This design comes from an exercise in tuning for small area, a short achievable clock period and few clock cycles per item on the open sky130 flow, not from production work.
No functional check of the RTL was part of any run shown here.

==> flow/design.v, too long to show whole: its modules and the start of the top module <==
// module fpu_booth: 42 lines
// module fpu_multiply: 951 lines
// module fast_power: 142 lines
module fast_power (
    input             clk,
    input             rst,
    input             start,
    input      [31:0] base,
    input      [31:0] exponent,
    output     [31:0] result,
    output reg        done
);
  // ...
==> flow/run.sh <==
#!/bin/bash
# synth_recipe.tcl (not shown) runs the flow's synth.tcl, then flattens the netlist and writes it again
# the make line also repeats each setting of config.mk as NAME=value (left out here)
make -C /OpenROAD-flow-scripts/flow DESIGN_CONFIG=/design/flow/config.mk WORK_HOME=/design/flow/orfs CLKGATE_MAP_FILE= SYNTH_SCRIPT=/design/flow/synth_recipe.tcl finish
==> flow/config.mk <==
export PLATFORM = sky130hd
export DESIGN_NAME = fast_power
export DESIGN_NICKNAME = fast_power
export VERILOG_FILES = /design/flow/design.v
export SDC_FILE = /design/flow/constraint.sdc
export NUM_CORES = 4
export LEC_CHECK = 0
export ABC_AREA = 1
export CAP_MARGIN = 60
export CORE_MARGIN = 2
export CORE_UTILIZATION = 40
export SLEW_MARGIN = 75
==> flow/constraint.sdc <==
create_clock -name core_clock -period 24.0 [get_ports {clk}]
set_input_delay 4.8000 -clock core_clock [delete_from_list [all_inputs] [get_ports {clk}]]
set_output_delay 4.8000 -clock core_clock [all_outputs]
set_load 0.01 [all_outputs]
==> flow_summary_export.csv, run 1 <==
group,metric,value,unit
routing,via_count,25560,
sta,clock.fmax,0.1460,GHz
routing,routed.top_layer,"met4",
synth,yosysSeqAreaShare,0.1365,
outcome,status,"timing/DRC/antenna clean",
routing,ant_nets,0,
floorplan,die_area,0.06396,mm2
routing,post_drt_wl_per_cell,22.69,um
layout,nMultiInputCombCells,2739,
layout,post-route-util,0.4488,
floorplan,coreArea,0.06148,mm2
layout,nFlopsAndLatches,137,
layout,n_fill_cell,6456,
routing,first_pass_iters,6,
synth,syn_area_per_cell,6.882,um2
synth,synth.distinct_cells,51,
synth,synthFlopType,"dfxtp_1",
synth,synth-compound-area-share,0.1519,
floorplan,n_tap_cell,790,
layout,nClkBuffers,17,
min_path,whs_endpoint,"r_one$_DFF_P_",
layout,largest_reg_flops,32,
synth,synth_area_leaders,"fa_1 (20%), nand2_1 (14%), xor2_1 (9.8%), edfxtp_1 (7.8%), inv_1 (7.4%)",
clocking,cts_resized,0,
grt,grt_pass1_vias,24500,
routing,wl_met2,44.42,mm
setup_path,path_common_cell,"fa_1",
layout,seq_share,0.1235,
layout,inv_count,520,
==> module fast_power, before the edit <==
module fast_power (
    input             clk,
    input             rst,
    input             start,
    input      [31:0] base,
    input      [31:0] exponent,
    output     [31:0] result,
    output reg        done
);
  reg        busy;
  reg        r_one;    
  reg        op_r;     
  reg [31:0] e;        
  reg        b_s;
  reg  [7:0] b_e;
  reg        b_l;
  reg [22:0] b_f;
  reg        r_s;
  reg  [7:0] r_e;
  reg        r_l;
  reg [22:0] r_f;
  reg [10:0] x_neg;
  reg [11:0] x_one;
  reg [11:0] x_two;
  assign result = {r_s, r_e, r_f};
  wire b_den  = ~b_l & (|b_f);           
  wire r_den  = ~r_l & (|r_f);
  wire e_zero = ~(|e);
  wire e_last = ~(|e[31:1]);
  wire        x_s = op_r ? r_s : b_s;
  wire  [7:0] x_e = op_r ? r_e : b_e;
  wire        x_l = op_r ? r_l : b_l;
  wire [47:0] p;
  fpu_multiply mul (.x(b_f), .neg(x_neg), .one(x_one), .two(x_two), .p(p));
  wire        m_zero = ~(x_l & b_l);
  wire  [7:0] e_hi   = x_e + b_e + 8'd130;           
  wire  [7:0] e_lo   = x_e + b_e + 8'd129;
  wire  [7:0] m_e    = m_zero ? 8'd0 : (p[47] ? e_hi : e_lo);
  wire [22:0] m_f    = m_zero ? 23'd0 : (p[47] ? p[46:24] : p[45:23]);
  wire        m_s    = x_s ^ b_s;
  wire        m_l    = ~m_zero & (p[47] ? (|e_hi) : (|e_lo));
  wire cap      = ~busy & ~done;               
  wire do_bnorm = busy & b_den;
  wire do_rnorm = busy & ~b_den & op_r & r_den;
  wire do_rmul  = busy & ~b_den & op_r & ~r_den;
  wire do_step  = busy & ~b_den & ~op_r & ~e_zero;    
  wire do_copy  = do_step & e[0] & r_one;
  wire finish   = e_zero | ((do_rmul | do_step) & e_last);
  reg        b_s_n, r_s_n, b_l_n, r_l_n, op_r_n, r_one_n;
  reg  [7:0] b_e_n, r_e_n;
  reg [22:0] b_f_n, r_f_n;
  reg [31:0] e_n;
  always @(*) begin
    b_s_n = b_s;  b_e_n = b_e;  b_l_n = b_l;  b_f_n = b_f;
    r_s_n = r_s;  r_e_n = r_e;  r_l_n = r_l;  r_f_n = r_f;
    e_n = e;  op_r_n = op_r;  r_one_n = r_one;
    if (cap) begin
      e_n   = exponent;
      b_s_n = base[31];
      b_e_n = base[30:23];
      b_l_n = |base[30:23];
      b_f_n = base[22:0];
      r_s_n = 1'b0;
      r_e_n = 8'd127;
      r_l_n = 1'b1;
      r_f_n = 23'd0;
      r_one_n = 1'b1;
      op_r_n  = 1'b0;
    end
    if (do_bnorm) begin
      {b_l_n, b_f_n} = {b_f, 1'b0};
      b_e_n          = b_e - 8'd1;
    end
    if (do_rnorm) begin
      {r_l_n, r_f_n} = {r_f, 1'b0};
      r_e_n          = r_e - 8'd1;
    end
    if (do_rmul) begin
      r_s_n  = m_s;
      r_e_n  = m_e;
      r_l_n  = m_l;
      r_f_n  = m_f;
      op_r_n = 1'b0;
    end
    if (do_step) begin
      if (do_copy) begin
        r_s_n   = b_s;
        r_e_n   = b_e;
        r_l_n   = b_l;
        r_f_n   = b_f;
        r_one_n = 1'b0;
      end
      b_s_n  = m_s;
      b_e_n  = m_e;
      b_l_n  = m_l;
      b_f_n  = m_f;
      e_n    = e >> 1;
      op_r_n = e[1] & ~(r_one & ~e[0]);
    end
  end
  always @(posedge clk) begin
    b_s <= b_s_n;  b_e <= b_e_n;  b_l <= b_l_n;  b_f <= b_f_n;
    r_s <= r_s_n;  r_e <= r_e_n;  r_l <= r_l_n;  r_f <= r_f_n;
    e <= e_n;  op_r <= op_r_n;  r_one <= r_one_n;
    x_neg <= x_late ? (p[47] ? hi_neg : lo_neg) : ea_neg;
    x_one <= x_late ? (p[47] ? hi_one : lo_one) : ea_one;
    x_two <= x_late ? (p[47] ? hi_two : lo_two) : ea_two;
  end
  wire        x_late = do_step & ~op_r_n;
  reg  [22:0] x_ea;
  always @(*) begin
    if (cap)           x_ea = base[22:0];
    else if (do_bnorm) x_ea = op_r ? r_f : {b_f[21:0], 1'b0};
    else if (do_rnorm) x_ea = {r_f[21:0], 1'b0};
    else if (do_rmul)  x_ea = b_f;
    else if (do_copy)  x_ea = b_f;
    else               x_ea = r_f;
  end
  wire [10:0] ea_neg, hi_neg, lo_neg;
  wire [11:0] ea_one, hi_one, lo_one;
  wire [11:0] ea_two, hi_two, lo_two;
  fpu_booth enc_ea (.y(x_ea), .neg(ea_neg), .one(ea_one), .two(ea_two));
  fpu_booth enc_hi (.y(p[46:24]), .neg(hi_neg), .one(hi_one), .two(hi_two));
  fpu_booth enc_lo (.y(p[45:23]), .neg(lo_neg), .one(lo_one), .two(lo_two));
  always @(posedge clk) begin
    if (rst) begin
      busy <= 1'b0;
      done <= 1'b0;
    end else if (!busy) begin
      if (done) begin
        if (!start) done <= 1'b0;
      end else if (start) begin
        busy <= 1'b1;
      end
    end else if (!start) begin
      busy <= 1'b0;
    end else if (finish) begin
      busy <= 1'b0;
      done <= 1'b1;
    end
  end
endmodule
==> run 2, diff against run 1 <==
--- a/flow/design.v
+++ b/flow/design.v
@@ -1,60 +1,16 @@
-module fpu_booth (
-  input  [22:0] y,
-  output [10:0] neg,
-  output [11:0] one,
-  output [11:0] two
-);
-  assign neg[0] = y[1];
-  assign one[0] = y[0] ^ 1'b0;
-  assign two[0] = (y[1] & ~y[0] & ~1'b0) | (~y[1] & y[0] & 1'b0);
-  assign neg[1] = y[3];
-  assign one[1] = y[2] ^ y[1];
-  assign two[1] = (y[3] & ~y[2] & ~y[1]) | (~y[3] & y[2] & y[1]);
-  assign neg[2] = y[5];
-  assign one[2] = y[4] ^ y[3];
-  assign two[2] = (y[5] & ~y[4] & ~y[3]) | (~y[5] & y[4] & y[3]);
-  assign neg[3] = y[7];
-  assign one[3] = y[6] ^ y[5];
-  assign two[3] = (y[7] & ~y[6] & ~y[5]) | (~y[7] & y[6] & y[5]);
-  assign neg[4] = y[9];
-  assign one[4] = y[8] ^ y[7];
-  assign two[4] = (y[9] & ~y[8] & ~y[7]) | (~y[9] & y[8] & y[7]);
-  assign neg[5] = y[11];
-  assign one[5] = y[10] ^ y[9];
-  assign two[5] = (y[11] & ~y[10] & ~y[9]) | (~y[11] & y[10] & y[9]);
-  assign neg[6] = y[13];
-  assign one[6] = y[12] ^ y[11];
-  assign two[6] = (y[13] & ~y[12] & ~y[11]) | (~y[13] & y[12] & y[11]);
-  assign neg[7] = y[15];
-  assign one[7] = y[14] ^ y[13];
-  assign two[7] = (y[15] & ~y[14] & ~y[13]) | (~y[15] & y[14] & y[13]);
-  assign neg[8] = y[17];
-  assign one[8] = y[16] ^ y[15];
-  assign two[8] = (y[17] & ~y[16] & ~y[15]) | (~y[17] & y[16] & y[15]);
-  assign neg[9] = y[19];
-  assign one[9] = y[18] ^ y[17];
-  assign two[9] = (y[19] & ~y[18] & ~y[17]) | (~y[19] & y[18] & y[17]);
-  assign neg[10] = y[21];
-  assign one[10] = y[20] ^ y[19];
-  assign two[10] = (y[21] & ~y[20] & ~y[19]) | (~y[21] & y[20] & y[19]);
-  assign one[11] = y[22] ^ y[21];
-  assign two[11] = (1'b1 & ~y[22] & ~y[21]) | (~1'b1 & y[22] & y[21]);
-endmodule
 module fpu_multiply (
   input  [22:0] x,
-  input  [10:0] neg,
-  input  [11:0] one,
-  input  [11:0] two,
+  input  [22:0] y,
   output [47:0] p
 );
-  wire neg0 = neg[0];
-  wire one0 = one[0];
-  wire two0 = two[0];
+  wire neg0 = y[1];
+  wire one0 = y[0] ^ 0;
+  wire two0 = (y[1] & ~y[0] & ~0) | (~y[1] & y[0] & 0);
   wire pp0_0 = ((one0 & x[0])) ^ neg0;
   wire pp0_1 = ((one0 & x[1]) | (two0 & x[0])) ^ neg0;
   wire pp0_2 = ((one0 & x[2]) | (two0 & x[1])) ^ neg0;
   wire pp0_3 = ((one0 & x[3]) | (two0 & x[2])) ^ neg0;
   wire pp0_4 = ((one0 & x[4]) | (two0 & x[3])) ^ neg0;
   wire pp0_5 = ((one0 & x[5]) | (two0 & x[4])) ^ neg0;
   wire pp0_6 = ((one0 & x[6]) | (two0 & x[5])) ^ neg0;
   wire pp0_7 = ((one0 & x[7]) | (two0 & x[6])) ^ neg0;
@@ -71,19 +27,19 @@
   wire pp0_18 = ((one0 & x[18]) | (two0 & x[17])) ^ neg0;
   wire pp0_19 = ((one0 & x[19]) | (two0 & x[18])) ^ neg0;
   wire pp0_20 = ((one0 & x[20]) | (two0 & x[19])) ^ neg0;
   wire pp0_21 = ((one0 & x[21]) | (two0 & x[20])) ^ neg0;
   wire pp0_22 = ((one0 & x[22]) | (two0 & x[21])) ^ neg0;
   wire pp0_23 = (one0 | (two0 & x[22])) ^ neg0;
   wire pp0_24 = (two0) ^ neg0;
   wire ns0 = ~neg0;
-  wire neg1 = neg[1];
-  wire one1 = one[1];
-  wire two1 = two[1];
+  wire neg1 = y[3];
+  wire one1 = y[2] ^ y[1];
+  wire two1 = (y[3] & ~y[2] & ~y[1]) | (~y[3] & y[2] & y[1]);
   wire pp1_0 = ((one1 & x[0])) ^ neg1;
   wire pp1_1 = ((one1 & x[1]) | (two1 & x[0])) ^ neg1;
   wire pp1_2 = ((one1 & x[2]) | (two1 & x[1])) ^ neg1;
   wire pp1_3 = ((one1 & x[3]) | (two1 & x[2])) ^ neg1;
   wire pp1_4 = ((one1 & x[4]) | (two1 & x[3])) ^ neg1;
   wire pp1_5 = ((one1 & x[5]) | (two1 & x[4])) ^ neg1;
   wire pp1_6 = ((one1 & x[6]) | (two1 & x[5])) ^ neg1;
   wire pp1_7 = ((one1 & x[7]) | (two1 & x[6])) ^ neg1;
@@ -100,19 +56,19 @@
   wire pp1_18 = ((one1 & x[18]) | (two1 & x[17])) ^ neg1;
   wire pp1_19 = ((one1 & x[19]) | (two1 & x[18])) ^ neg1;
   wire pp1_20 = ((one1 & x[20]) | (two1 & x[19])) ^ neg1;
   wire pp1_21 = ((one1 & x[21]) | (two1 & x[20])) ^ neg1;
   wire pp1_22 = ((one1 & x[22]) | (two1 & x[21])) ^ neg1;
   wire pp1_23 = (one1 | (two1 & x[22])) ^ neg1;
   wire pp1_24 = (two1) ^ neg1;
   wire ns1 = ~neg1;
-  wire neg2 = neg[2];
-  wire one2 = one[2];
-  wire two2 = two[2];
+  wire neg2 = y[5];
+  wire one2 = y[4] ^ y[3];
+  wire two2 = (y[5] & ~y[4] & ~y[3]) | (~y[5] & y[4] & y[3]);
   wire pp2_0 = ((one2 & x[0])) ^ neg2;
   wire pp2_1 = ((one2 & x[1]) | (two2 & x[0])) ^ neg2;
   wire pp2_2 = ((one2 & x[2]) | (two2 & x[1])) ^ neg2;
   wire pp2_3 = ((one2 & x[3]) | (two2 & x[2])) ^ neg2;
   wire pp2_4 = ((one2 & x[4]) | (two2 & x[3])) ^ neg2;
   wire pp2_5 = ((one2 & x[5]) | (two2 & x[4])) ^ neg2;
   wire pp2_6 = ((one2 & x[6]) | (two2 & x[5])) ^ neg2;
   wire pp2_7 = ((one2 & x[7]) | (two2 & x[6])) ^ neg2;
@@ -129,19 +85,19 @@
   wire pp2_18 = ((one2 & x[18]) | (two2 & x[17])) ^ neg2;
   wire pp2_19 = ((one2 & x[19]) | (two2 & x[18])) ^ neg2;
   wire pp2_20 = ((one2 & x[20]) | (two2 & x[19])) ^ neg2;
   wire pp2_21 = ((one2 & x[21]) | (two2 & x[20])) ^ neg2;
   wire pp2_22 = ((one2 & x[22]) | (two2 & x[21])) ^ neg2;
   wire pp2_23 = (one2 | (two2 & x[22])) ^ neg2;
   wire pp2_24 = (two2) ^ neg2;
   wire ns2 = ~neg2;
-  wire neg3 = neg[3];
-  wire one3 = one[3];
-  wire two3 = two[3];
+  wire neg3 = y[7];
+  wire one3 = y[6] ^ y[5];
+  wire two3 = (y[7] & ~y[6] & ~y[5]) | (~y[7] & y[6] & y[5]);
   wire pp3_0 = ((one3 & x[0])) ^ neg3;
   wire pp3_1 = ((one3 & x[1]) | (two3 & x[0])) ^ neg3;
   wire pp3_2 = ((one3 & x[2]) | (two3 & x[1])) ^ neg3;
   wire pp3_3 = ((one3 & x[3]) | (two3 & x[2])) ^ neg3;
   wire pp3_4 = ((one3 & x[4]) | (two3 & x[3])) ^ neg3;
   wire pp3_5 = ((one3 & x[5]) | (two3 & x[4])) ^ neg3;
   wire pp3_6 = ((one3 & x[6]) | (two3 & x[5])) ^ neg3;
   wire pp3_7 = ((one3 & x[7]) | (two3 & x[6])) ^ neg3;
@@ -158,19 +114,19 @@
   wire pp3_18 = ((one3 & x[18]) | (two3 & x[17])) ^ neg3;
   wire pp3_19 = ((one3 & x[19]) | (two3 & x[18])) ^ neg3;
   wire pp3_20 = ((one3 & x[20]) | (two3 & x[19])) ^ neg3;
   wire pp3_21 = ((one3 & x[21]) | (two3 & x[20])) ^ neg3;
   wire pp3_22 = ((one3 & x[22]) | (two3 & x[21])) ^ neg3;
   wire pp3_23 = (one3 | (two3 & x[22])) ^ neg3;
   wire pp3_24 = (two3) ^ neg3;
   wire ns3 = ~neg3;
-  wire neg4 = neg[4];
-  wire one4 = one[4];
-  wire two4 = two[4];
+  wire neg4 = y[9];
+  wire one4 = y[8] ^ y[7];
+  wire two4 = (y[9] & ~y[8] & ~y[7]) | (~y[9] & y[8] & y[7]);
   wire pp4_0 = ((one4 & x[0])) ^ neg4;
   wire pp4_1 = ((one4 & x[1]) | (two4 & x[0])) ^ neg4;
   wire pp4_2 = ((one4 & x[2]) | (two4 & x[1])) ^ neg4;
   wire pp4_3 = ((one4 & x[3]) | (two4 & x[2])) ^ neg4;
   wire pp4_4 = ((one4 & x[4]) | (two4 & x[3])) ^ neg4;
   wire pp4_5 = ((one4 & x[5]) | (two4 & x[4])) ^ neg4;
   wire pp4_6 = ((one4 & x[6]) | (two4 & x[5])) ^ neg4;
   wire pp4_7 = ((one4 & x[7]) | (two4 & x[6])) ^ neg4;
@@ -187,19 +143,19 @@
   wire pp4_18 = ((one4 & x[18]) | (two4 & x[17])) ^ neg4;
   wire pp4_19 = ((one4 & x[19]) | (two4 & x[18])) ^ neg4;
   wire pp4_20 = ((one4 & x[20]) | (two4 & x[19])) ^ neg4;
   wire pp4_21 = ((one4 & x[21]) | (two4 & x[20])) ^ neg4;
   wire pp4_22 = ((one4 & x[22]) | (two4 & x[21])) ^ neg4;
   wire pp4_23 = (one4 | (two4 & x[22])) ^ neg4;
   wire pp4_24 = (two4) ^ neg4;
   wire ns4 = ~neg4;
-  wire neg5 = neg[5];
-  wire one5 = one[5];
-  wire two5 = two[5];
+  wire neg5 = y[11];
+  wire one5 = y[10] ^ y[9];
+  wire two5 = (y[11] & ~y[10] & ~y[9]) | (~y[11] & y[10] & y[9]);
   wire pp5_0 = ((one5 & x[0])) ^ neg5;
   wire pp5_1 = ((one5 & x[1]) | (two5 & x[0])) ^ neg5;
   wire pp5_2 = ((one5 & x[2]) | (two5 & x[1])) ^ neg5;
   wire pp5_3 = ((one5 & x[3]) | (two5 & x[2])) ^ neg5;
   wire pp5_4 = ((one5 & x[4]) | (two5 & x[3])) ^ neg5;
   wire pp5_5 = ((one5 & x[5]) | (two5 & x[4])) ^ neg5;
   wire pp5_6 = ((one5 & x[6]) | (two5 & x[5])) ^ neg5;
   wire pp5_7 = ((one5 & x[7]) | (two5 & x[6])) ^ neg5;
@@ -216,19 +172,19 @@
   wire pp5_18 = ((one5 & x[18]) | (two5 & x[17])) ^ neg5;
   wire pp5_19 = ((one5 & x[19]) | (two5 & x[18])) ^ neg5;
   wire pp5_20 = ((one5 & x[20]) | (two5 & x[19])) ^ neg5;
   wire pp5_21 = ((one5 & x[21]) | (two5 & x[20])) ^ neg5;
   wire pp5_22 = ((one5 & x[22]) | (two5 & x[21])) ^ neg5;
   wire pp5_23 = (one5 | (two5 & x[22])) ^ neg5;
   wire pp5_24 = (two5) ^ neg5;
   wire ns5 = ~neg5;
-  wire neg6 = neg[6];
-  wire one6 = one[6];
-  wire two6 = two[6];
+  wire neg6 = y[13];
+  wire one6 = y[12] ^ y[11];
+  wire two6 = (y[13] & ~y[12] & ~y[11]) | (~y[13] & y[12] & y[11]);
   wire pp6_0 = ((one6 & x[0])) ^ neg6;
   wire pp6_1 = ((one6 & x[1]) | (two6 & x[0])) ^ neg6;
   wire pp6_2 = ((one6 & x[2]) | (two6 & x[1])) ^ neg6;
   wire pp6_3 = ((one6 & x[3]) | (two6 & x[2])) ^ neg6;
   wire pp6_4 = ((one6 & x[4]) | (two6 & x[3])) ^ neg6;
   wire pp6_5 = ((one6 & x[5]) | (two6 & x[4])) ^ neg6;
   wire pp6_6 = ((one6 & x[6]) | (two6 & x[5])) ^ neg6;
   wire pp6_7 = ((one6 & x[7]) | (two6 & x[6])) ^ neg6;
@@ -245,19 +201,19 @@
   wire pp6_18 = ((one6 & x[18]) | (two6 & x[17])) ^ neg6;
   wire pp6_19 = ((one6 & x[19]) | (two6 & x[18])) ^ neg6;
   wire pp6_20 = ((one6 & x[20]) | (two6 & x[19])) ^ neg6;
   wire pp6_21 = ((one6 & x[21]) | (two6 & x[20])) ^ neg6;
   wire pp6_22 = ((one6 & x[22]) | (two6 & x[21])) ^ neg6;
   wire pp6_23 = (one6 | (two6 & x[22])) ^ neg6;
   wire pp6_24 = (two6) ^ neg6;
   wire ns6 = ~neg6;
-  wire neg7 = neg[7];
-  wire one7 = one[7];
-  wire two7 = two[7];
+  wire neg7 = y[15];
+  wire one7 = y[14] ^ y[13];
+  wire two7 = (y[15] & ~y[14] & ~y[13]) | (~y[15] & y[14] & y[13]);
   wire pp7_0 = ((one7 & x[0])) ^ neg7;
   wire pp7_1 = ((one7 & x[1]) | (two7 & x[0])) ^ neg7;
   wire pp7_2 = ((one7 & x[2]) | (two7 & x[1])) ^ neg7;
   wire pp7_3 = ((one7 & x[3]) | (two7 & x[2])) ^ neg7;
   wire pp7_4 = ((one7 & x[4]) | (two7 & x[3])) ^ neg7;
   wire pp7_5 = ((one7 & x[5]) | (two7 & x[4])) ^ neg7;
   wire pp7_6 = ((one7 & x[6]) | (two7 & x[5])) ^ neg7;
   wire pp7_7 = ((one7 & x[7]) | (two7 & x[6])) ^ neg7;
@@ -274,19 +230,19 @@
   wire pp7_18 = ((one7 & x[18]) | (two7 & x[17])) ^ neg7;
   wire pp7_19 = ((one7 & x[19]) | (two7 & x[18])) ^ neg7;
   wire pp7_20 = ((one7 & x[20]) | (two7 & x[19])) ^ neg7;
   wire pp7_21 = ((one7 & x[21]) | (two7 & x[20])) ^ neg7;
   wire pp7_22 = ((one7 & x[22]) | (two7 & x[21])) ^ neg7;
   wire pp7_23 = (one7 | (two7 & x[22])) ^ neg7;
   wire pp7_24 = (two7) ^ neg7;
   wire ns7 = ~neg7;
-  wire neg8 = neg[8];
-  wire one8 = one[8];
-  wire two8 = two[8];
+  wire neg8 = y[17];
+  wire one8 = y[16] ^ y[15];
+  wire two8 = (y[17] & ~y[16] & ~y[15]) | (~y[17] & y[16] & y[15]);
   wire pp8_0 = ((one8 & x[0])) ^ neg8;
   wire pp8_1 = ((one8 & x[1]) | (two8 & x[0])) ^ neg8;
   wire pp8_2 = ((one8 & x[2]) | (two8 & x[1])) ^ neg8;
   wire pp8_3 = ((one8 & x[3]) | (two8 & x[2])) ^ neg8;
   wire pp8_4 = ((one8 & x[4]) | (two8 & x[3])) ^ neg8;
   wire pp8_5 = ((one8 & x[5]) | (two8 & x[4])) ^ neg8;
   wire pp8_6 = ((one8 & x[6]) | (two8 & x[5])) ^ neg8;
   wire pp8_7 = ((one8 & x[7]) | (two8 & x[6])) ^ neg8;
@@ -303,19 +259,19 @@
   wire pp8_18 = ((one8 & x[18]) | (two8 & x[17])) ^ neg8;
   wire pp8_19 = ((one8 & x[19]) | (two8 & x[18])) ^ neg8;
   wire pp8_20 = ((one8 & x[20]) | (two8 & x[19])) ^ neg8;
   wire pp8_21 = ((one8 & x[21]) | (two8 & x[20])) ^ neg8;
   wire pp8_22 = ((one8 & x[22]) | (two8 & x[21])) ^ neg8;
   wire pp8_23 = (one8 | (two8 & x[22])) ^ neg8;
   wire pp8_24 = (two8) ^ neg8;
   wire ns8 = ~neg8;
-  wire neg9 = neg[9];
-  wire one9 = one[9];
-  wire two9 = two[9];
+  wire neg9 = y[19];
+  wire one9 = y[18] ^ y[17];
+  wire two9 = (y[19] & ~y[18] & ~y[17]) | (~y[19] & y[18] & y[17]);
   wire pp9_0 = ((one9 & x[0])) ^ neg9;
   wire pp9_1 = ((one9 & x[1]) | (two9 & x[0])) ^ neg9;
   wire pp9_2 = ((one9 & x[2]) | (two9 & x[1])) ^ neg9;
   wire pp9_3 = ((one9 & x[3]) | (two9 & x[2])) ^ neg9;
   wire pp9_4 = ((one9 & x[4]) | (two9 & x[3])) ^ neg9;
   wire pp9_5 = ((one9 & x[5]) | (two9 & x[4])) ^ neg9;
   wire pp9_6 = ((one9 & x[6]) | (two9 & x[5])) ^ neg9;
   wire pp9_7 = ((one9 & x[7]) | (two9 & x[6])) ^ neg9;
@@ -332,19 +288,19 @@
   wire pp9_18 = ((one9 & x[18]) | (two9 & x[17])) ^ neg9;
   wire pp9_19 = ((one9 & x[19]) | (two9 & x[18])) ^ neg9;
   wire pp9_20 = ((one9 & x[20]) | (two9 & x[19])) ^ neg9;
   wire pp9_21 = ((one9 & x[21]) | (two9 & x[20])) ^ neg9;
   wire pp9_22 = ((one9 & x[22]) | (two9 & x[21])) ^ neg9;
   wire pp9_23 = (one9 | (two9 & x[22])) ^ neg9;
   wire pp9_24 = (two9) ^ neg9;
   wire ns9 = ~neg9;
-  wire neg10 = neg[10];
-  wire one10 = one[10];
-  wire two10 = two[10];
+  wire neg10 = y[21];
+  wire one10 = y[20] ^ y[19];
+  wire two10 = (y[21] & ~y[20] & ~y[19]) | (~y[21] & y[20] & y[19]);
   wire pp10_0 = ((one10 & x[0])) ^ neg10;
   wire pp10_1 = ((one10 & x[1]) | (two10 & x[0])) ^ neg10;
   wire pp10_2 = ((one10 & x[2]) | (two10 & x[1])) ^ neg10;
   wire pp10_3 = ((one10 & x[3]) | (two10 & x[2])) ^ neg10;
   wire pp10_4 = ((one10 & x[4]) | (two10 & x[3])) ^ neg10;
   wire pp10_5 = ((one10 & x[5]) | (two10 & x[4])) ^ neg10;
   wire pp10_6 = ((one10 & x[6]) | (two10 & x[5])) ^ neg10;
   wire pp10_7 = ((one10 & x[7]) | (two10 & x[6])) ^ neg10;
@@ -361,19 +317,19 @@
   wire pp10_18 = ((one10 & x[18]) | (two10 & x[17])) ^ neg10;
   wire pp10_19 = ((one10 & x[19]) | (two10 & x[18])) ^ neg10;
   wire pp10_20 = ((one10 & x[20]) | (two10 & x[19])) ^ neg10;
   wire pp10_21 = ((one10 & x[21]) | (two10 & x[20])) ^ neg10;
   wire pp10_22 = ((one10 & x[22]) | (two10 & x[21])) ^ neg10;
   wire pp10_23 = (one10 | (two10 & x[22])) ^ neg10;
   wire pp10_24 = (two10) ^ neg10;
   wire ns10 = ~neg10;
-  wire neg11 = 1'b1;
-  wire one11 = one[11];
-  wire two11 = two[11];
+  wire neg11 = 1;
+  wire one11 = y[22] ^ y[21];
+  wire two11 = (1 & ~y[22] & ~y[21]) | (~1 & y[22] & y[21]);
   wire pp11_0 = ((one11 & x[0])) ^ neg11;
   wire pp11_1 = ((one11 & x[1]) | (two11 & x[0])) ^ neg11;
   wire pp11_2 = ((one11 & x[2]) | (two11 & x[1])) ^ neg11;
   wire pp11_3 = ((one11 & x[3]) | (two11 & x[2])) ^ neg11;
   wire pp11_4 = ((one11 & x[4]) | (two11 & x[3])) ^ neg11;
   wire pp11_5 = ((one11 & x[5]) | (two11 & x[4])) ^ neg11;
   wire pp11_6 = ((one11 & x[6]) | (two11 & x[5])) ^ neg11;
   wire pp11_7 = ((one11 & x[7]) | (two11 & x[6])) ^ neg11;
@@ -984,17 +940,242 @@
   wire fs293, fc293;
   assign {fc293, fs293} = {1'b0, hc206} + {1'b0, fs248} + {1'b0, fc247};
   wire fs294, fc294;
   assign {fc294, fs294} = {1'b0, 1'b1} + {1'b0, hs249} + {1'b0, fc248};
   wire fs295, fc295;
   assign {fc295, fs295} = {1'b0, ns11} + {1'b0, 1'b1} + {1'b0, hc249};
   wire [47:0] ra = {fs295, fs294, fs293, fs292, fs291, fs290, fs289, fs288, fs287, fs286, fs285, fs284, fs283, fs282, fs281, fs280, fs279, fs278, fs277, fs276, fs275, fs274, fs273, fs272, fs271, fs270, fs269, fs268, fs267, fs266, fs265, fs264, fs263, fs262, fs261, fs260, fs259, fs258, fs257, fs256, fs255, fs254, fs253, fs252, hs251, neg1, pp0_1, pp0_0};
   wire [47:0] rb = {fc294, fc293, fc292, fc291, fc290, fc289, fc288, fc287, fc286, fc285, fc284, fc283, fc282, fc281, fc280, fc279, fc278, fc277, fc276, fc275, fc274, fc273, fc272, fc271, fc270, fc269, fc268, fc267, fc266, fc265, fc264, fc263, fc262, fc261, fc260, fc259, fc258, fc257, fc256, fc255, fc254, fc253, fc252, hc251, hc250, hs250, 1'b0, neg0};
-  assign p = ra + rb;
+  wire [47:0] g0 = ra & rb;
+  wire [47:0] t0 = ra ^ rb;
+  wire g1_1 = g0[1] | (t0[1] & g0[0]);
+  wire p1_1 = t0[1] & t0[0];
+  wire g1_3 = g0[3] | (t0[3] & g0[2]);
+  wire p1_3 = t0[3] & t0[2];
+  wire g1_5 = g0[5] | (t0[5] & g0[4]);
+  wire p1_5 = t0[5] & t0[4];
+  wire g1_7 = g0[7] | (t0[7] & g0[6]);
+  wire p1_7 = t0[7] & t0[6];
+  wire g1_9 = g0[9] | (t0[9] & g0[8]);
+  wire p1_9 = t0[9] & t0[8];
+  wire g1_11 = g0[11] | (t0[11] & g0[10]);
+  wire p1_11 = t0[11] & t0[10];
+  wire g1_13 = g0[13] | (t0[13] & g0[12]);
+  wire p1_13 = t0[13] & t0[12];
+  wire g1_15 = g0[15] | (t0[15] & g0[14]);
+  wire p1_15 = t0[15] & t0[14];
+  wire g1_17 = g0[17] | (t0[17] & g0[16]);
+  wire p1_17 = t0[17] & t0[16];
+  wire g1_19 = g0[19] | (t0[19] & g0[18]);
+  wire p1_19 = t0[19] & t0[18];
+  wire g1_21 = g0[21] | (t0[21] & g0[20]);
+  wire p1_21 = t0[21] & t0[20];
+  wire g1_23 = g0[23] | (t0[23] & g0[22]);
+  wire p1_23 = t0[23] & t0[22];
+  wire g1_25 = g0[25] | (t0[25] & g0[24]);
+  wire p1_25 = t0[25] & t0[24];
+  wire g1_27 = g0[27] | (t0[27] & g0[26]);
+  wire p1_27 = t0[27] & t0[26];
+  wire g1_29 = g0[29] | (t0[29] & g0[28]);
+  wire p1_29 = t0[29] & t0[28];
+  wire g1_31 = g0[31] | (t0[31] & g0[30]);
+  wire p1_31 = t0[31] & t0[30];
+  wire g1_33 = g0[33] | (t0[33] & g0[32]);
+  wire p1_33 = t0[33] & t0[32];
+  wire g1_35 = g0[35] | (t0[35] & g0[34]);
+  wire p1_35 = t0[35] & t0[34];
+  wire g1_37 = g0[37] | (t0[37] & g0[36]);
+  wire p1_37 = t0[37] & t0[36];
+  wire g1_39 = g0[39] | (t0[39] & g0[38]);
+  wire p1_39 = t0[39] & t0[38];
+  wire g1_41 = g0[41] | (t0[41] & g0[40]);
+  wire p1_41 = t0[41] & t0[40];
+  wire g1_43 = g0[43] | (t0[43] & g0[42]);
+  wire p1_43 = t0[43] & t0[42];
+  wire g1_45 = g0[45] | (t0[45] & g0[44]);
+  wire p1_45 = t0[45] & t0[44];
+  wire g1_47 = g0[47] | (t0[47] & g0[46]);
+  wire p1_47 = t0[47] & t0[46];
+  wire g2_3 = g1_3 | (p1_3 & g1_1);
+  wire p2_3 = p1_3 & p1_1;
+  wire g2_7 = g1_7 | (p1_7 & g1_5);
+  wire p2_7 = p1_7 & p1_5;
+  wire g2_11 = g1_11 | (p1_11 & g1_9);
+  wire p2_11 = p1_11 & p1_9;
+  wire g2_15 = g1_15 | (p1_15 & g1_13);
+  wire p2_15 = p1_15 & p1_13;
+  wire g2_19 = g1_19 | (p1_19 & g1_17);
+  wire p2_19 = p1_19 & p1_17;
+  wire g2_23 = g1_23 | (p1_23 & g1_21);
+  wire p2_23 = p1_23 & p1_21;
+  wire g2_27 = g1_27 | (p1_27 & g1_25);
+  wire p2_27 = p1_27 & p1_25;
+  wire g2_31 = g1_31 | (p1_31 & g1_29);
+  wire p2_31 = p1_31 & p1_29;
+  wire g2_35 = g1_35 | (p1_35 & g1_33);
+  wire p2_35 = p1_35 & p1_33;
+  wire g2_39 = g1_39 | (p1_39 & g1_37);
+  wire p2_39 = p1_39 & p1_37;
+  wire g2_43 = g1_43 | (p1_43 & g1_41);
+  wire p2_43 = p1_43 & p1_41;
+  wire g2_47 = g1_47 | (p1_47 & g1_45);
+  wire p2_47 = p1_47 & p1_45;
+  wire g3_7 = g2_7 | (p2_7 & g2_3);
+  wire p3_7 = p2_7 & p2_3;
+  wire g3_15 = g2_15 | (p2_15 & g2_11);
+  wire p3_15 = p2_15 & p2_11;
+  wire g3_23 = g2_23 | (p2_23 & g2_19);
+  wire p3_23 = p2_23 & p2_19;
+  wire g3_31 = g2_31 | (p2_31 & g2_27);
+  wire p3_31 = p2_31 & p2_27;
+  wire g3_39 = g2_39 | (p2_39 & g2_35);
+  wire p3_39 = p2_39 & p2_35;
+  wire g3_47 = g2_47 | (p2_47 & g2_43);
+  wire p3_47 = p2_47 & p2_43;
+  wire g4_15 = g3_15 | (p3_15 & g3_7);
+  wire p4_15 = p3_15 & p3_7;
+  wire g4_31 = g3_31 | (p3_31 & g3_23);
+  wire p4_31 = p3_31 & p3_23;
+  wire g4_47 = g3_47 | (p3_47 & g3_39);
+  wire p4_47 = p3_47 & p3_39;
+  wire g5_31 = g4_31 | (p4_31 & g4_15);
+  wire p5_31 = p4_31 & p4_15;
+  wire g8_47 = g4_47 | (p4_47 & g5_31);
+  wire p8_47 = p4_47 & p5_31;
+  wire g9_23 = g3_23 | (p3_23 & g4_15);
+  wire p9_23 = p3_23 & p4_15;
+  wire g9_39 = g3_39 | (p3_39 & g5_31);
+  wire p9_39 = p3_39 & p5_31;
+  wire g10_11 = g2_11 | (p2_11 & g3_7);
+  wire p10_11 = p2_11 & p3_7;
+  wire g10_19 = g2_19 | (p2_19 & g4_15);
+  wire p10_19 = p2_19 & p4_15;
+  wire g10_27 = g2_27 | (p2_27 & g9_23);
+  wire p10_27 = p2_27 & p9_23;
+  wire g10_35 = g2_35 | (p2_35 & g5_31);
+  wire p10_35 = p2_35 & p5_31;
+  wire g10_43 = g2_43 | (p2_43 & g9_39);
+  wire p10_43 = p2_43 & p9_39;
+  wire g11_5 = g1_5 | (p1_5 & g2_3);
+  wire p11_5 = p1_5 & p2_3;
+  wire g11_9 = g1_9 | (p1_9 & g3_7);
+  wire p11_9 = p1_9 & p3_7;
+  wire g11_13 = g1_13 | (p1_13 & g10_11);
+  wire p11_13 = p1_13 & p10_11;
+  wire g11_17 = g1_17 | (p1_17 & g4_15);
+  wire p11_17 = p1_17 & p4_15;
+  wire g11_21 = g1_21 | (p1_21 & g10_19);
+  wire p11_21 = p1_21 & p10_19;
+  wire g11_25 = g1_25 | (p1_25 & g9_23);
+  wire p11_25 = p1_25 & p9_23;
+  wire g11_29 = g1_29 | (p1_29 & g10_27);
+  wire p11_29 = p1_29 & p10_27;
+  wire g11_33 = g1_33 | (p1_33 & g5_31);
+  wire p11_33 = p1_33 & p5_31;
+  wire g11_37 = g1_37 | (p1_37 & g10_35);
+  wire p11_37 = p1_37 & p10_35;
+  wire g11_41 = g1_41 | (p1_41 & g9_39);
+  wire p11_41 = p1_41 & p9_39;
+  wire g11_45 = g1_45 | (p1_45 & g10_43);
+  wire p11_45 = p1_45 & p10_43;
+  wire g12_2 = g0[2] | (t0[2] & g1_1);
+  wire p12_2 = t0[2] & p1_1;
+  wire g12_4 = g0[4] | (t0[4] & g2_3);
+  wire p12_4 = t0[4] & p2_3;
+  wire g12_6 = g0[6] | (t0[6] & g11_5);
+  wire p12_6 = t0[6] & p11_5;
+  wire g12_8 = g0[8] | (t0[8] & g3_7);
+  wire p12_8 = t0[8] & p3_7;
+  wire g12_10 = g0[10] | (t0[10] & g11_9);
+  wire p12_10 = t0[10] & p11_9;
+  wire g12_12 = g0[12] | (t0[12] & g10_11);
+  wire p12_12 = t0[12] & p10_11;
+  wire g12_14 = g0[14] | (t0[14] & g11_13);
+  wire p12_14 = t0[14] & p11_13;
+  wire g12_16 = g0[16] | (t0[16] & g4_15);
+  wire p12_16 = t0[16] & p4_15;
+  wire g12_18 = g0[18] | (t0[18] & g11_17);
+  wire p12_18 = t0[18] & p11_17;
+  wire g12_20 = g0[20] | (t0[20] & g10_19);
+  wire p12_20 = t0[20] & p10_19;
+  wire g12_22 = g0[22] | (t0[22] & g11_21);
+  wire p12_22 = t0[22] & p11_21;
+  wire g12_24 = g0[24] | (t0[24] & g9_23);
+  wire p12_24 = t0[24] & p9_23;
+  wire g12_26 = g0[26] | (t0[26] & g11_25);
+  wire p12_26 = t0[26] & p11_25;
+  wire g12_28 = g0[28] | (t0[28] & g10_27);
+  wire p12_28 = t0[28] & p10_27;
+  wire g12_30 = g0[30] | (t0[30] & g11_29);
+  wire p12_30 = t0[30] & p11_29;
+  wire g12_32 = g0[32] | (t0[32] & g5_31);
+  wire p12_32 = t0[32] & p5_31;
+  wire g12_34 = g0[34] | (t0[34] & g11_33);
+  wire p12_34 = t0[34] & p11_33;
+  wire g12_36 = g0[36] | (t0[36] & g10_35);
+  wire p12_36 = t0[36] & p10_35;
+  wire g12_38 = g0[38] | (t0[38] & g11_37);
+  wire p12_38 = t0[38] & p11_37;
+  wire g12_40 = g0[40] | (t0[40] & g9_39);
+  wire p12_40 = t0[40] & p9_39;
+  wire g12_42 = g0[42] | (t0[42] & g11_41);
+  wire p12_42 = t0[42] & p11_41;
+  wire g12_44 = g0[44] | (t0[44] & g10_43);
+  wire p12_44 = t0[44] & p10_43;
+  wire g12_46 = g0[46] | (t0[46] & g11_45);
+  wire p12_46 = t0[46] & p11_45;
+  assign p[0] = t0[0];
+  assign p[1] = t0[1] ^ g0[0];
+  assign p[2] = t0[2] ^ g1_1;
+  assign p[3] = t0[3] ^ g12_2;
+  assign p[4] = t0[4] ^ g2_3;
+  assign p[5] = t0[5] ^ g12_4;
+  assign p[6] = t0[6] ^ g11_5;
+  assign p[7] = t0[7] ^ g12_6;
+  assign p[8] = t0[8] ^ g3_7;
+  assign p[9] = t0[9] ^ g12_8;
+  assign p[10] = t0[10] ^ g11_9;
+  assign p[11] = t0[11] ^ g12_10;
+  assign p[12] = t0[12] ^ g10_11;
+  assign p[13] = t0[13] ^ g12_12;
+  assign p[14] = t0[14] ^ g11_13;
+  assign p[15] = t0[15] ^ g12_14;
+  assign p[16] = t0[16] ^ g4_15;
+  assign p[17] = t0[17] ^ g12_16;
+  assign p[18] = t0[18] ^ g11_17;
+  assign p[19] = t0[19] ^ g12_18;
+  assign p[20] = t0[20] ^ g10_19;
+  assign p[21] = t0[21] ^ g12_20;
+  assign p[22] = t0[22] ^ g11_21;
+  assign p[23] = t0[23] ^ g12_22;
+  assign p[24] = t0[24] ^ g9_23;
+  assign p[25] = t0[25] ^ g12_24;
+  assign p[26] = t0[26] ^ g11_25;
+  assign p[27] = t0[27] ^ g12_26;
+  assign p[28] = t0[28] ^ g10_27;
+  assign p[29] = t0[29] ^ g12_28;
+  assign p[30] = t0[30] ^ g11_29;
+  assign p[31] = t0[31] ^ g12_30;
+  assign p[32] = t0[32] ^ g5_31;
+  assign p[33] = t0[33] ^ g12_32;
+  assign p[34] = t0[34] ^ g11_33;
+  assign p[35] = t0[35] ^ g12_34;
+  assign p[36] = t0[36] ^ g10_35;
+  assign p[37] = t0[37] ^ g12_36;
+  assign p[38] = t0[38] ^ g11_37;
+  assign p[39] = t0[39] ^ g12_38;
+  assign p[40] = t0[40] ^ g9_39;
+  assign p[41] = t0[41] ^ g12_40;
+  assign p[42] = t0[42] ^ g11_41;
+  assign p[43] = t0[43] ^ g12_42;
+  assign p[44] = t0[44] ^ g10_43;
+  assign p[45] = t0[45] ^ g12_44;
+  assign p[46] = t0[46] ^ g11_45;
+  assign p[47] = t0[47] ^ g12_46;
 endmodule
 module fast_power (
     input             clk,
     input             rst,
     input             start,
     input      [31:0] base,
     input      [31:0] exponent,
     output     [31:0] result,
@@ -1007,119 +1188,65 @@
   reg        b_s;
   reg  [7:0] b_e;
   reg        b_l;
   reg [22:0] b_f;
   reg        r_s;
   reg  [7:0] r_e;
   reg        r_l;
   reg [22:0] r_f;
-  reg [10:0] x_neg;
-  reg [11:0] x_one;
-  reg [11:0] x_two;
   assign result = {r_s, r_e, r_f};
   wire b_den  = ~b_l & (|b_f);           
   wire r_den  = ~r_l & (|r_f);
   wire e_zero = ~(|e);
   wire e_last = ~(|e[31:1]);
   wire        x_s = op_r ? r_s : b_s;
   wire  [7:0] x_e = op_r ? r_e : b_e;
   wire        x_l = op_r ? r_l : b_l;
+  wire [22:0] x_f = op_r ? r_f : b_f;
   wire [47:0] p;
-  fpu_multiply mul (.x(b_f), .neg(x_neg), .one(x_one), .two(x_two), .p(p));
+  fpu_multiply mul (.x(x_f), .y(b_f), .p(p));
   wire        m_zero = ~(x_l & b_l);
   wire  [7:0] e_hi   = x_e + b_e + 8'd130;           
   wire  [7:0] e_lo   = x_e + b_e + 8'd129;
   wire  [7:0] m_e    = m_zero ? 8'd0 : (p[47] ? e_hi : e_lo);
   wire [22:0] m_f    = m_zero ? 23'd0 : (p[47] ? p[46:24] : p[45:23]);
   wire        m_s    = x_s ^ b_s;
   wire        m_l    = ~m_zero & (p[47] ? (|e_hi) : (|e_lo));
   wire cap      = ~busy & ~done;               
   wire do_bnorm = busy & b_den;
   wire do_rnorm = busy & ~b_den & op_r & r_den;
   wire do_rmul  = busy & ~b_den & op_r & ~r_den;
   wire do_step  = busy & ~b_den & ~op_r & ~e_zero;    
   wire do_copy  = do_step & e[0] & r_one;
   wire finish   = e_zero | ((do_rmul | do_step) & e_last);
-  reg        b_s_n, r_s_n, b_l_n, r_l_n, op_r_n, r_one_n;
-  reg  [7:0] b_e_n, r_e_n;
-  reg [22:0] b_f_n, r_f_n;
-  reg [31:0] e_n;
-  always @(*) begin
-    b_s_n = b_s;  b_e_n = b_e;  b_l_n = b_l;  b_f_n = b_f;
-    r_s_n = r_s;  r_e_n = r_e;  r_l_n = r_l;  r_f_n = r_f;
-    e_n = e;  op_r_n = op_r;  r_one_n = r_one;
-    if (cap) begin
-      e_n   = exponent;
-      b_s_n = base[31];
-      b_e_n = base[30:23];
-      b_l_n = |base[30:23];
-      b_f_n = base[22:0];
-      r_s_n = 1'b0;
-      r_e_n = 8'd127;
-      r_l_n = 1'b1;
-      r_f_n = 23'd0;
-      r_one_n = 1'b1;
-      op_r_n  = 1'b0;
-    end
-    if (do_bnorm) begin
-      {b_l_n, b_f_n} = {b_f, 1'b0};
-      b_e_n          = b_e - 8'd1;
-    end
-    if (do_rnorm) begin
-      {r_l_n, r_f_n} = {r_f, 1'b0};
-      r_e_n          = r_e - 8'd1;
-    end
-    if (do_rmul) begin
-      r_s_n  = m_s;
-      r_e_n  = m_e;
-      r_l_n  = m_l;
-      r_f_n  = m_f;
-      op_r_n = 1'b0;
-    end
-    if (do_step) begin
-      if (do_copy) begin
-        r_s_n   = b_s;
-        r_e_n   = b_e;
-        r_l_n   = b_l;
-        r_f_n   = b_f;
-        r_one_n = 1'b0;
-      end
-      b_s_n  = m_s;
-      b_e_n  = m_e;
-      b_l_n  = m_l;
-      b_f_n  = m_f;
-      e_n    = e >> 1;
-      op_r_n = e[1] & ~(r_one & ~e[0]);
-    end
-  end
+  wire [32:0] b_v    = {b_s, b_e, b_l, b_f};
+  wire [32:0] r_v    = {r_s, r_e, r_l, r_f};
+  wire [32:0] m_v    = {m_s, m_e, m_l, m_f};
+  wire [32:0] base_v = {base[31], base[30:23], |base[30:23], base[22:0]};
+  wire [32:0] one_v  = {1'b0, 8'd127, 1'b1, 23'd0};
+  wire [32:0] b_sh   = {b_s, b_e - 8'd1, b_f, 1'b0};
+  wire [32:0] r_sh   = {r_s, r_e - 8'd1, r_f, 1'b0};
+  wire b_hold = ~(cap | do_bnorm | do_step);
+  wire r_hold = ~(cap | do_rnorm | do_rmul | do_copy);
+  wire [32:0] b_n = ({33{cap}} & base_v) | ({33{do_bnorm}} & b_sh) |
+                    ({33{do_step}} & m_v) | ({33{b_hold}} & b_v);
+  wire [32:0] r_n = ({33{cap}} & one_v) | ({33{do_rnorm}} & r_sh) |
+                    ({33{do_rmul}} & m_v) | ({33{do_copy}} & b_v) |
+                    ({33{r_hold}} & r_v);
+  wire        op_r_n  = cap ? 1'b0 :
+                        do_rmul ? 1'b0 :
+                        do_step ? (e[1] & ~(r_one & ~e[0])) : op_r;
+  wire        r_one_n = cap | (r_one & ~do_copy);
+  wire [31:0] e_n     = cap ? exponent : (do_step ? {1'b0, e[31:1]} : e);
   always @(posedge clk) begin
-    b_s <= b_s_n;  b_e <= b_e_n;  b_l <= b_l_n;  b_f <= b_f_n;
-    r_s <= r_s_n;  r_e <= r_e_n;  r_l <= r_l_n;  r_f <= r_f_n;
+    {b_s, b_e, b_l, b_f} <= b_n;
+    {r_s, r_e, r_l, r_f} <= r_n;
     e <= e_n;  op_r <= op_r_n;  r_one <= r_one_n;
-    x_neg <= x_late ? (p[47] ? hi_neg : lo_neg) : ea_neg;
-    x_one <= x_late ? (p[47] ? hi_one : lo_one) : ea_one;
-    x_two <= x_late ? (p[47] ? hi_two : lo_two) : ea_two;
-  end
-  wire        x_late = do_step & ~op_r_n;
-  reg  [22:0] x_ea;
-  always @(*) begin
-    if (cap)           x_ea = base[22:0];
-    else if (do_bnorm) x_ea = op_r ? r_f : {b_f[21:0], 1'b0};
-    else if (do_rnorm) x_ea = {r_f[21:0], 1'b0};
-    else if (do_rmul)  x_ea = b_f;
-    else if (do_copy)  x_ea = b_f;
-    else               x_ea = r_f;
   end
-  wire [10:0] ea_neg, hi_neg, lo_neg;
-  wire [11:0] ea_one, hi_one, lo_one;
-  wire [11:0] ea_two, hi_two, lo_two;
-  fpu_booth enc_ea (.y(x_ea), .neg(ea_neg), .one(ea_one), .two(ea_two));
-  fpu_booth enc_hi (.y(p[46:24]), .neg(hi_neg), .one(hi_one), .two(hi_two));
-  fpu_booth enc_lo (.y(p[45:23]), .neg(lo_neg), .one(lo_one), .two(lo_two));
   always @(posedge clk) begin
     if (rst) begin
       busy <= 1'b0;
       done <= 1'b0;
     end else if (!busy) begin
       if (done) begin
         if (!start) done <= 1'b0;
       end else if (start) begin
==> run 2 against run 1 <==
Still clean. Sequential share of layout area down 1.4 points. Wire length decreased by 29%. Non-clock buffer count is 22 higher. Via count down 28%. Register-to-register slack lost 1.5 ns. Cell area down 21%. Hold slack got worse by 0.0067 ns. Flip-flop and latch count down 35. Critical path depth up 13. Utilization increased by 1.0 points. Critical path type unchanged. Largest cell class unchanged. Highest routed layer unchanged.
==> flow_summary_export.csv, run 2 <==
group,metric,value,unit
outcome,status,"timing/DRC/antenna clean",
routing,via_count,18360,
place,placed_area,0.02142,mm2
synth,synth_common_cells,"nand2_1 (401), inv_1 (347), fa_1 (260)",
floorplan,die-width,223.2,um
floorplan,rows,80,
routing,first_iter_violations,1981,
layout,diodes,0,
clocking,clock_latency,0.36,ns
synth,synth_area_leaders,"fa_1 (27%), xor2_1 (12%), o22ai_1 (8.4%), nand2_1 (7.8%), dfxtp_1 (7.3%)",
layout,fin_nets,2879,
clocking,hold_buffers,0,
synth,synthFlopType,"dfxtp_1",
setup_path,worstPathRequired,24.23,ns
synth,synth.cell_area,0.01922,mm2
sta,finalCritPeriodShare,0.3499,
grt,grt_max_degree,44,
synth,synth_edf_count,32,
synth,yosys_warnings,1,
synth,synthCells,2427,
routing,drc,0,
routing,vias_per_cell,5.974,
clocking,htree_levels,3,
layout,largest_reg_flops,32,
grt,antenna_found_initial,0,
sta,setup_tns,0,ns
layout,area_growth,13.51,%
layout,fin_area,0.02182,mm2
routing,drt-total-wl,71.20,mm
layout,drive_gt1_frac,0.08381,
routing,routed.top_layer,"met4",
grt,grt_pass1_vias,18730,
floorplan,start_util,0.4042,
sta,setup_viol,0,
place,port-buffer-count,99,
setup_path,critPathMaxStageDelay,0.53,ns
layout,layout_commonest_cell,"nand2_1",
flow_run,maxCapViolCount,0,
routing,wl_met2,32.15,mm
synth,synth.distinct_cells,51,
grt,grt_overflow,0,
clocking,cts_resized,0,
routing,post_drt_wl_per_cell,23.17,um
layout,top_register,"e",
routing,first_pass_iters,6,
synth,yosysSeqAreaShare,0.1229,
grt,grt_use_total,0.2865,
floorplan,die_area,0.04982,mm2
setup_path,end_kind,"flip-flop",
synth,ys_ff_latch,102,
sta,rsz0062_at_grt,"false",
clocking,cts_made_buffers,9,
floorplan,coreArea,0.04755,mm2
place,gp_congestion,0.9477,
setup_path,arrival,8.63,ns
setup_path,start_kind,"flip-flop",
sta,relSlewSlack,0.7360,
grt,grt_pass1_wl,109.3,mm
sta,finalHoldViolCount,0,
place,place_hpwl,51.51,mm
routing,ant_nets,0,
synth,netlist.area_leader.share,0.2708,
clocking,cts.sinks,102,
clocking,ctsRootBufferMaster,"clkbuf_16",
synth,syn_area_per_cell,7.919,um2
clocking,cts_buffer_depth,2,
sta,fin_crit,8.398,ns
sta,worst_pin_slew,0.3960,ns
clocking,cts_tree,"done",
sta,setup_ws,15.60,ns
sta,drv_slew,0,
floorplan,die_h,223.2,um
synth,synth_nets,2853,
setup_path,slowest_stage,"fa_1",
synth,synth_top_area_cell,"fa_1",
place,place_ws,15.73,ns
clocking,path_clk_slew,0.08,ns
synth,ys_async_sr_fraction,0,
layout,most-common-layout-cells,"nand2_1 (397), inv_1 (336), fa_1 (260)",
routing,met3WireLength,7.225,mm
setup_path,path_max_fanout,34,
min_path,holdCritPathClass,"flip-flop to flip-flop",
floorplan,boundaryPins,100,
routing,drt-met1-wl,28.19,mm
clocking,post_cts_buffers,0,
setup_path,crit_type,"flip-flop to flip-flop",
synth,yosysMostFrequentCell,"nand2_1",
sta,clock.fmax,0.1191,GHz
sta,fin_skew,0.01354,ns
[run 2: changes by cell type after synthesis, sizes merged, moves of 32 or more]
cell	previous run	this run
nand2	907	403
inv	505	355
edfxtp	64	32
nor2	237	95
o21ai	173	127
a21oi	145	61
nand3	202	42
[run 2: cell families after synthesis]
family          Yosys count  share of synthesized area
flops                   102                     0.1229
simple gates            651                     0.1486
compound gates          496                     0.1539
mux                       4                   0.002083
xor+xnor                279                     0.1271
buf+inv                 536                     0.1101
fa+ha+maj               359                     0.3353
[run 2: worst max-delay path: cells and delay by family (launching register included)]
| kind | cells | cell delay, ns |
|---|---|---|
| adder cells (fa/ha/maj) | 7 | 3.24 |
| XOR/XNOR | 1 | 0.17 |
| buffers and inverters | 11 | 1.95 |
| AO/OA/AOI/OAI | 6 | 0.96 |
| flip-flops | 1 | 0.40 |
| AND/OR/NAND/NOR | 12 | 1.50 |
[run 2: area by class of cell]
type | count | area [um2]
clock inverter | 5 | 57.56
clock buffer | 11 | 232.7
sequential | 102 | 2382
timing repair buffer | 192 | 1888
tap | 615 | 769.5
fill | 4636 | 25730
inverter | 359 | 1405
multi-input combinational | 1789 | 15080
[run 2: layer usage]
metal | track usage | vias to the layer above
li1 | - | 8036
met1 | 0.3755 | 8988
met2 | 0.4552 | 1059
met3 | 0.05768 | 276
met4 | 0.1347 | 0
met5 | 0 | -
[run 2: final timing paths]
kind / from / cells past startpoint / slack [ns] / end
setup reg to reg: b_f[7]$_DFF_P_ / 37 / 15.60 / r_e[1]$_DFF_P_
setup / recovery: b_f[7]$_DFF_P_ / 37 / 15.60 / r_e[1]$_DFF_P_
hold reg to reg: r_one$_DFF_P_ / 2 / 0.46 / r_one$_DFF_P_
hold / removal: r_one$_DFF_P_ / 2 / 0.46 / r_one$_DFF_P_
[run 2: stage by stage]
step	std cells	hold WS [ns]	utilization
after floorplan	2427	0.4405	-
after global placement	3020	0.4562	0.4371
after detailed placement	3056	0.4548	0.4504
after CTS	3072	0.4667	0.4566
after global routing	3073	0.4987	0.4588
final	3073	0.4640	0.4588

[re-timing with driven ports]
How much do the figures lean on ideal ports? The routed layouts below were timed once more, with nothing changed but the port constraints. Step 1, drivers: a clkbuf_16 drives clk and a buf_2 each remaining input, both assumed. Step 2 moves the port delays by t, midway between the first and last clock arrival at a register: inputs arrive t later, outputs are due t later. That takes back most of the time a late clock gives input paths. Three values: ideal ports, drivers, drivers and shift; two values: the first two.
run	t, ns	slack for setup (ns)	hold slack, ns	worst slew at a driven data input, ns	cell pins on the clock port's net
run 1	0.505	17.151 / 17.151 / 17.151	0.471 / 0.471 / 0.471	0.05	1
run 2	0.399	15.602 / 15.602 / 15.602	0.464 / 0.464 / 0.464	0.09	1
After both steps every run listed still meets setup and hold.
